This is an optimization exercise on Yosys and OpenROAD, whose aim is small area, not a production implementation. The RTL was checked by simulation tests, not by an equivalence proof against the original design. No activity file was given, so power comes from the tool's default toggle rates.

===== design/flow/config.mk =====
export PLATFORM = sky130hd
export DESIGN_NAME = rec_fsm
export DESIGN_NICKNAME = rec_fsm
export VERILOG_FILES = /design/flow/design.v
export SDC_FILE = /design/flow/constraint.sdc
export NUM_CORES = 4
export LEC_CHECK = 0
export CAP_MARGIN = 20
export CORE_MARGIN = 2
export CORE_UTILIZATION = 40
export SLEW_MARGIN = 20

===== design/flow/run.sh =====
#!/bin/bash
# synth_recipe.tcl (not shown) runs the flow's synth.tcl, then flattens the netlist and writes it again
# the make line also repeats each setting of config.mk as NAME=value (left out here)
make -C /OpenROAD-flow-scripts/flow DESIGN_CONFIG=/design/flow/config.mk WORK_HOME=/design/flow/orfs CLKGATE_MAP_FILE= SYNTH_SCRIPT=/design/flow/synth_recipe.tcl finish

===== design/flow/constraint.sdc =====
create_clock -name core_clock -period 10.0 [get_ports {clk}]
set_input_delay 2.0000 -clock core_clock [delete_from_list [all_inputs] [get_ports {clk}]]
set_output_delay 2.0000 -clock core_clock [all_outputs]
set_load 0.01 [all_outputs]

===== design/flow/design.v =====
module clock_divider(in_clk, rst, out_clk, rise);
input in_clk, rst;
output reg out_clk;
output rise;
reg [5:0] count;
wire wrap = count[5] & count[4] & count[0];    
always @(posedge in_clk or posedge rst)
  if (rst) begin
    count <= 6'd0;
    out_clk <= 1'b0;
  end else if (wrap) begin
    count <= 6'd0;
    out_clk <= ~out_clk;
  end else
    count <= count + 6'd1;
assign rise = wrap & ~out_clk;
endmodule
module trans_fsm(clk, rst, tick, serial_inp, dot, dash, eoc);
input clk, rst, tick, serial_inp;
output reg dot, dash, eoc;
reg [3:0] z;
reg [3:0] zn;
always @(*) begin
  zn = 4'bxxxx; dot = 1'bx; dash = 1'bx; eoc = 1'bx;
  case (z)
    4'd0: begin zn = serial_inp ? 4'd0 : 4'd1; dot = 1'b0; dash = 1'b0; eoc = 1'b0; end
    4'd1: begin zn = serial_inp ? 4'd2 : 4'd10; dot = 1'b0; dash = 1'b0; eoc = 1'b0; end
    4'd2: begin zn = serial_inp ? 4'd7 : 4'd6; dot = 1'b0; dash = 1'b0; eoc = 1'b0; end
    4'd3: begin zn = serial_inp ? 4'd7 : 4'd6; dot = 1'b1; dash = 1'b0; eoc = 1'b0; end
    4'd4: begin zn = serial_inp ? 4'd7 : 4'd6; dot = 1'b0; dash = 1'b1; eoc = 1'b0; end
    4'd5: begin zn = serial_inp ? 4'd7 : 4'd6; dot = 1'b0; dash = 1'b0; eoc = 1'b1; end
    4'd6: begin zn = serial_inp ? 4'd3 : 4'd11; dot = 1'b0; dash = 1'b0; eoc = 1'b0; end
    4'd7: begin zn = serial_inp ? 4'd8 : 4'd0; dot = 1'b0; dash = 1'b0; eoc = 1'b0; end
    4'd8: begin zn = serial_inp ? 4'd0 : 4'd9; dot = 1'b0; dash = 1'b0; eoc = 1'b0; end
    4'd9: begin zn = serial_inp ? 4'd4 : 4'd12; dot = 1'b0; dash = 1'b0; eoc = 1'b0; end
    4'd10: begin zn = serial_inp ? 4'd2 : 4'd13; dot = 1'b0; dash = 1'b0; eoc = 1'b0; end
    4'd11: begin zn = serial_inp ? 4'd2 : 4'd13; dot = 1'b1; dash = 1'b0; eoc = 1'b0; end
    4'd12: begin zn = serial_inp ? 4'd2 : 4'd13; dot = 1'b0; dash = 1'b1; eoc = 1'b0; end
    4'd13: begin zn = serial_inp ? 4'd5 : 4'd14; dot = 1'b0; dash = 1'b0; eoc = 1'b0; end
    4'd14: begin zn = serial_inp ? 4'd5 : 4'd14; dot = 1'b0; dash = 1'b0; eoc = 1'b1; end
    default: ;
  endcase
end
always @(posedge clk or posedge rst)
  if (rst) z <= 4'd0;
  else if (tick) z <= zn;
endmodule
module rec_fsm(mid_clk, clk, rst, serial_inp, VSS_LCD, VCCC, VEE, RS, RW, ENE, s_out, LEDP, LEDN);
input serial_inp, rst, clk;
output [7:0] s_out;
output mid_clk;
output VSS_LCD, VCCC, VEE, RS, RW, ENE, LEDP, LEDN;
assign VSS_LCD = 1'b0;
assign VCCC = 1'b1;
assign VEE = 1'b1;
assign RS = 1'b1;
assign RW = 1'b0;
assign ENE = 1'b1;
assign LEDP = 1'b1;
assign LEDN = 1'b0;
wire tick, dot, dash, eoc;
clock_divider clk_rec(.in_clk(clk), .rst(rst), .out_clk(mid_clk), .rise(tick));
trans_fsm trans_rec(.clk(clk), .rst(rst), .tick(tick), .serial_inp(serial_inp), .dot(dot), .dash(dash), .eoc(eoc));
reg [5:0] r;
reg f;
reg valid;
reg [7:0] asc;
always @(*) begin
  valid = 1'bx;
  case ({r, dash})
    7'd2: valid = 1'b1;
    7'd3: valid = 1'b1;
    7'd6: valid = 1'b1;
    7'd7: valid = 1'b1;
    7'd4: valid = 1'b1;
    7'd5: valid = 1'b1;
    7'd14: valid = 1'b1;
    7'd15: valid = 1'b1;
    7'd12: valid = 1'b1;
    7'd13: valid = 1'b1;
    7'd10: valid = 1'b1;
    7'd11: valid = 1'b1;
    7'd8: valid = 1'b1;
    7'd9: valid = 1'b1;
    7'd30: valid = 1'b1;
    7'd31: valid = 1'b1;
    7'd28: valid = 1'b1;
    7'd29: valid = 1'b1;
    7'd26: valid = 1'b1;
    7'd27: valid = 1'b1;
    7'd24: valid = 1'b1;
    7'd25: valid = 1'b1;
    7'd22: valid = 1'b1;
    7'd23: valid = 1'b1;
    7'd20: valid = 1'b1;
    7'd21: valid = 1'b0;
    7'd18: valid = 1'b1;
    7'd19: valid = 1'b1;
    7'd16: valid = 1'b1;
    7'd17: valid = 1'b1;
    7'd62: valid = 1'b1;
    7'd63: valid = 1'b1;
    7'd60: valid = 1'b1;
    7'd61: valid = 1'b0;
    7'd58: valid = 1'b0;
    7'd59: valid = 1'b0;
    7'd56: valid = 1'b1;
    7'd57: valid = 1'b0;
    7'd54: valid = 1'b0;
    7'd55: valid = 1'b0;
    7'd52: valid = 1'b0;
    7'd53: valid = 1'b0;
    7'd50: valid = 1'b0;
    7'd51: valid = 1'b0;
    7'd48: valid = 1'b1;
    7'd49: valid = 1'b0;
    7'd46: valid = 1'b0;
    7'd47: valid = 1'b1;
    7'd44: valid = 1'b0;
    7'd45: valid = 1'b0;
    7'd40: valid = 1'b0;
    7'd41: valid = 1'b0;
    7'd38: valid = 1'b0;
    7'd39: valid = 1'b1;
    7'd36: valid = 1'b0;
    7'd37: valid = 1'b0;
    7'd34: valid = 1'b0;
    7'd35: valid = 1'b1;
    7'd32: valid = 1'b1;
    7'd33: valid = 1'b1;
    7'd126: valid = 1'b0;
    7'd127: valid = 1'b0;
    7'd124: valid = 1'b0;
    7'd125: valid = 1'b0;
    7'd120: valid = 1'b0;
    7'd121: valid = 1'b0;
    7'd112: valid = 1'b0;
    7'd113: valid = 1'b0;
    7'd96: valid = 1'b0;
    7'd97: valid = 1'b0;
    7'd94: valid = 1'b0;
    7'd95: valid = 1'b0;
    7'd78: valid = 1'b0;
    7'd79: valid = 1'b0;
    7'd70: valid = 1'b0;
    7'd71: valid = 1'b0;
    7'd66: valid = 1'b0;
    7'd67: valid = 1'b0;
    7'd64: valid = 1'b0;
    7'd65: valid = 1'b0;
    default: ;
  endcase
end
always @(*) begin
  asc = 8'hxx;
  case (r)
    6'd1: asc = 8'h20;
    6'd3: asc = 8'h54;
    6'd2: asc = 8'h45;
    6'd7: asc = 8'h4d;
    6'd6: asc = 8'h4e;
    6'd5: asc = 8'h41;
    6'd4: asc = 8'h49;
    6'd15: asc = 8'h4f;
    6'd14: asc = 8'h47;
    6'd13: asc = 8'h4b;
    6'd12: asc = 8'h44;
    6'd11: asc = 8'h57;
    6'd10: asc = 8'h52;
    6'd9: asc = 8'h55;
    6'd8: asc = 8'h53;
    6'd31: asc = 8'h20;
    6'd30: asc = 8'h20;
    6'd29: asc = 8'h51;
    6'd28: asc = 8'h5a;
    6'd27: asc = 8'h59;
    6'd26: asc = 8'h43;
    6'd25: asc = 8'h58;
    6'd24: asc = 8'h42;
    6'd23: asc = 8'h4a;
    6'd22: asc = 8'h50;
    6'd20: asc = 8'h4c;
    6'd19: asc = 8'h20;
    6'd18: asc = 8'h46;
    6'd17: asc = 8'h56;
    6'd16: asc = 8'h48;
    6'd63: asc = 8'h30;
    6'd62: asc = 8'h39;
    6'd60: asc = 8'h38;
    6'd56: asc = 8'h37;
    6'd48: asc = 8'h36;
    6'd47: asc = 8'h31;
    6'd39: asc = 8'h32;
    6'd35: asc = 8'h33;
    6'd33: asc = 8'h34;
    6'd32: asc = 8'h35;
    default: ;
  endcase
end
always @(posedge clk or posedge rst)
  if (rst) begin
    r <= 6'd1;
    f <= 1'b0;
  end else if (tick) begin
    f <= eoc & ~f;
    if (f | ((dot | dash) & ~valid)) r <= 6'd1;
    else if (dot | dash) r <= {r[4:0], dash};
  end
assign s_out = f ? asc : 8'h20;
endmodule

==> run notes <==
area by class of cell:
type,count,share of cell area (%)
Multi-Input combinational cell,170,59.44
Clock buffer,4,3.159
Timing Repair Buffer,10,5.743
Inverter,10,2.154
Sequential cell,18,25.92
Tap cell,50,3.589
metrics by stage:
stage | area (um2) | util [%] | cells
after floorplan | 1670 | - | 223
final | 1743 | 43.89 | 262
after global placement | 1688 | 42.50 | 258
after global routing | 1743 | 43.89 | 262
after CTS | 1743 | 43.89 | 262
after detailed placement | 1688 | 42.50 | 258
flip-flops by register name, indices dropped and copies added (netlist names):
signal,flops
clk_rec.count,6
r,6
f,1
clk_rec.out_clk,1
trans_rec.z,4
power breakdown:
part           switching (mW)  internal (mW)
clock                  0.0244         0.0350
sequential                  0         0.0728
combinational         0.00370        0.00104
total                  0.0281          0.109
cells by family (layout without fill, tap and decap cells):
kind of cell    Yosys count  after routing  share of synthesized area (%)
flops                    18             18                          27.47
fa+ha+maj                 7              7                          5.327
other cells               2              9                         0.4568
simple gates             84             84                          25.88
compound gates           65             65                          26.18
xor+xnor                  3              3                          1.598
buf+inv                  35             24                          11.11
mux                       2              2                          1.979
per-layer routing:
layer / part of all wire [%] / track usage, %
met5: 0 / 0
met4: 1.3 / 5.250
met3: 4.1 / 1.974
met2: 46 / 25.61
met1: 48 / 23.06
placed cells by master, fill, tap and decap left out, drive strengths merged, types with 2 or more instances in the layout:
| cell | instances |
|---|---|
| and2 | 3 |
| xnor2 | 2 |
| a21oi | 16 |
| a211oi | 4 |
| nand3 | 14 |
| and3 | 2 |
| dfrtp | 17 |
| o21ai | 24 |
| nor2 | 14 |
| nand2b | 5 |
| conb | 9 |
| ha | 7 |
| a2111oi | 2 |
| nand4b | 3 |
| clkdlybuf4s50 | 10 |
| inv | 10 |
| a31oi | 3 |
| nand2 | 26 |
| nor2b | 4 |
| nor3 | 7 |
| a22o | 2 |
| clkbuf | 4 |
worst max-delay path, delay by kind of cell, from the launching register on:
| family | cells | cell delay [ns] |
|---|---|---|
| multiplexers | 1 | 0.46 |
| AO/OA/AOI/OAI | 1 | 0.26 |
| flip-flops | 1 | 0.62 |
| AND/OR/NAND/NOR | 1 | 0.06 |
| buffers and inverters | 2 | 0.63 |
| adder cells (fa/ha/maj) | 1 | 0.33 |
path summary, 6_finish.rpt:
path,end,slack [ns],cells after the start
min in group asynchronous,clk_rec.count[3],2.15,2
max in group asynchronous,clk_rec.count[2],7.42,2
setup / recovery,s_out[1],5.38,6
setup reg to reg,r[5],8.08,5
hold / removal,clk_rec.out_clk,0.56,2
hold reg to reg,clk_rec.out_clk,0.56,2
==> run notes <==
status timing/DRC/antenna clean; TritonCTS clock tree yes; GRT Resource Usage Total 16.25%; Post-Place Worst Slack 5.651 ns; total number of placement rows 23; count of clock tree sinks 18; y dimension of the die 68.11 um; beginning of the worst hold path clk_rec.out_clk; Port Buffers 10; number of instances in the synthesized netlist 216; synthesized area per cell 7.611 um2; flop and latch count out of synthesis 18; share of post-route cells with drive strength above 1 7.547%; antenna-violating nets left 0; antenna violations before repair 0; type of element launching the critical path register; number of iterations in the first detailed-routing pass 4; setup bufs post-CTS 0; Core Region 3971 um2; minimum setup slack in the final design 5.378 ns; number of levels the H-tree was split into 1; Post-synth EDFFs 0; Worst-Skew Late Latency 0.25 ns; Static Leak 0.7650 nW; Die Area 4639 um2; Async SR Flop Fraction 100.0%; transition at the pin with the smallest max-transition slack 0.7972 ns; number of buffers added to fix hold violations after cts 0; multi-input gate area in the final layout 1036 um2; Slew headroom 46.29%; number of max-capacitance violations reported 0; slowest library cell on the worst path sky130_fd_sc_hd__dfstp_2; shortest clock period the worst path allows after layout 4.622 ns; Synth-to-Final Area Change 6.012%; vias in the first global route 1,168; wire length of the first global-routing pass 5775 um; Synth area leader sky130_fd_sc_hd__dfrtp_1; via/cell ratio 5.515; Setup Total Neg Slack 0 ns; fraction of post-synthesis cell area in the top cell type by area 25.88%; first element of the critical path r[0]; share of the cycle needed by the critical path after routing 46.22%; CTS Root Buffer Type sky130_fd_sc_hd__clkbuf_8; n_diodes 0; fillers 410; share of synthesized area occupied by flip-flops and latches 27.47%; number of DRC markers in iteration 0 86; Synth top cells by count sky130_fd_sc_hd__nand2_1, sky130_fd_sc_hd__o21ai_0, sky130_fd_sc_hd__dfrtp_1; Highest Clock Rate 216.3 MHz; mean routed wirelength per cell 13.05 um; Worst EP required 8.00 ns; count of warnings emitted by yosys 3; class of the tightest hold or removal check register to register; final RePlAce weighted congestion 0.8846; area of the mapped netlist 1644 um2; worst-case clock skew 0.001755 ns; final count of pins violating max slew 0; Storage cell area 451.7 um2; number of library cell types mapped by synthesis 53; starting utilization of the core area 41.40%; type of the setup path with the least slack register to output pin; cell types with the largest area share after synthesis sky130_fd_sc_hd__dfrtp_1, sky130_fd_sc_hd__nand2_1, sky130_fd_sc_hd__o21ai_0; pin count of the biggest net entering global routing 21; Final Net Count 223; crit path cell chain inv_1, ha_1, mux4_2, a211oi_1, nor2_1, clkdlybuf4s50_1; power per standard cell area 78.56 nW/um2; final hold vios 0; CTS max path bufs 2; number of buffers created by CTS 3; Worst setup EP type output pin; x dimension of the die 68.11 um; GRT Residual Overflow 0; I/O Pins 20; Max IR drop VDD 0.00008060 V; DRC violations left 0; reg-to-reg startpoint trans_rec.z[2]; number of failing setup endpoints in the final timing report 0; post-cts gate resize count 0; WHS 0.5628 ns; Detailed Place HPWL 2456 um; post-detailed-routing wire length 3419 um; crit path max fanout 9; most common cell in the synthesized netlist sky130_fd_sc_hd__nand2_1; RSZ-0062 raised after global routing no; clock transition at the register clock pins on the worst setup and hold paths after CTS 0.07 ns; crit path DAT 2.62 ns; Main synth FF type sky130_fd_sc_hd__dfrtp_1; total number of vias 1,445; Slowest Stage Delay on Critical Path 0.62 ns; Final Total Pwr 0.1369 mW

==> port drivers added, routing unchanged <==
The flow's constraints put no driver on any port. The routed layout listed below was extracted and timed again, unchanged, in two steps.
Step 1 sets driving cells, clkbuf_16 on the clock port and buf_2 on the other inputs (assumed; they add their load-dependent delay and slew).
Step 2 also shifts input and output timing later by t, the mid clock arrival at the registers, as if the neighbouring blocks saw the same clock.
Slacks: no drivers / after step 1 / after step 2; pairs: no drivers / after step 1.
t, ns: 0.276
setup slack, ns: 5.378 / 5.353 / 5.629
slew at the worst register clock pin (ns): 0.07 / 0.07
After both steps setup and hold are still met in this run. The setup slack of this run moves by -0.025 ns with the drivers and by +0.251 ns with both steps.
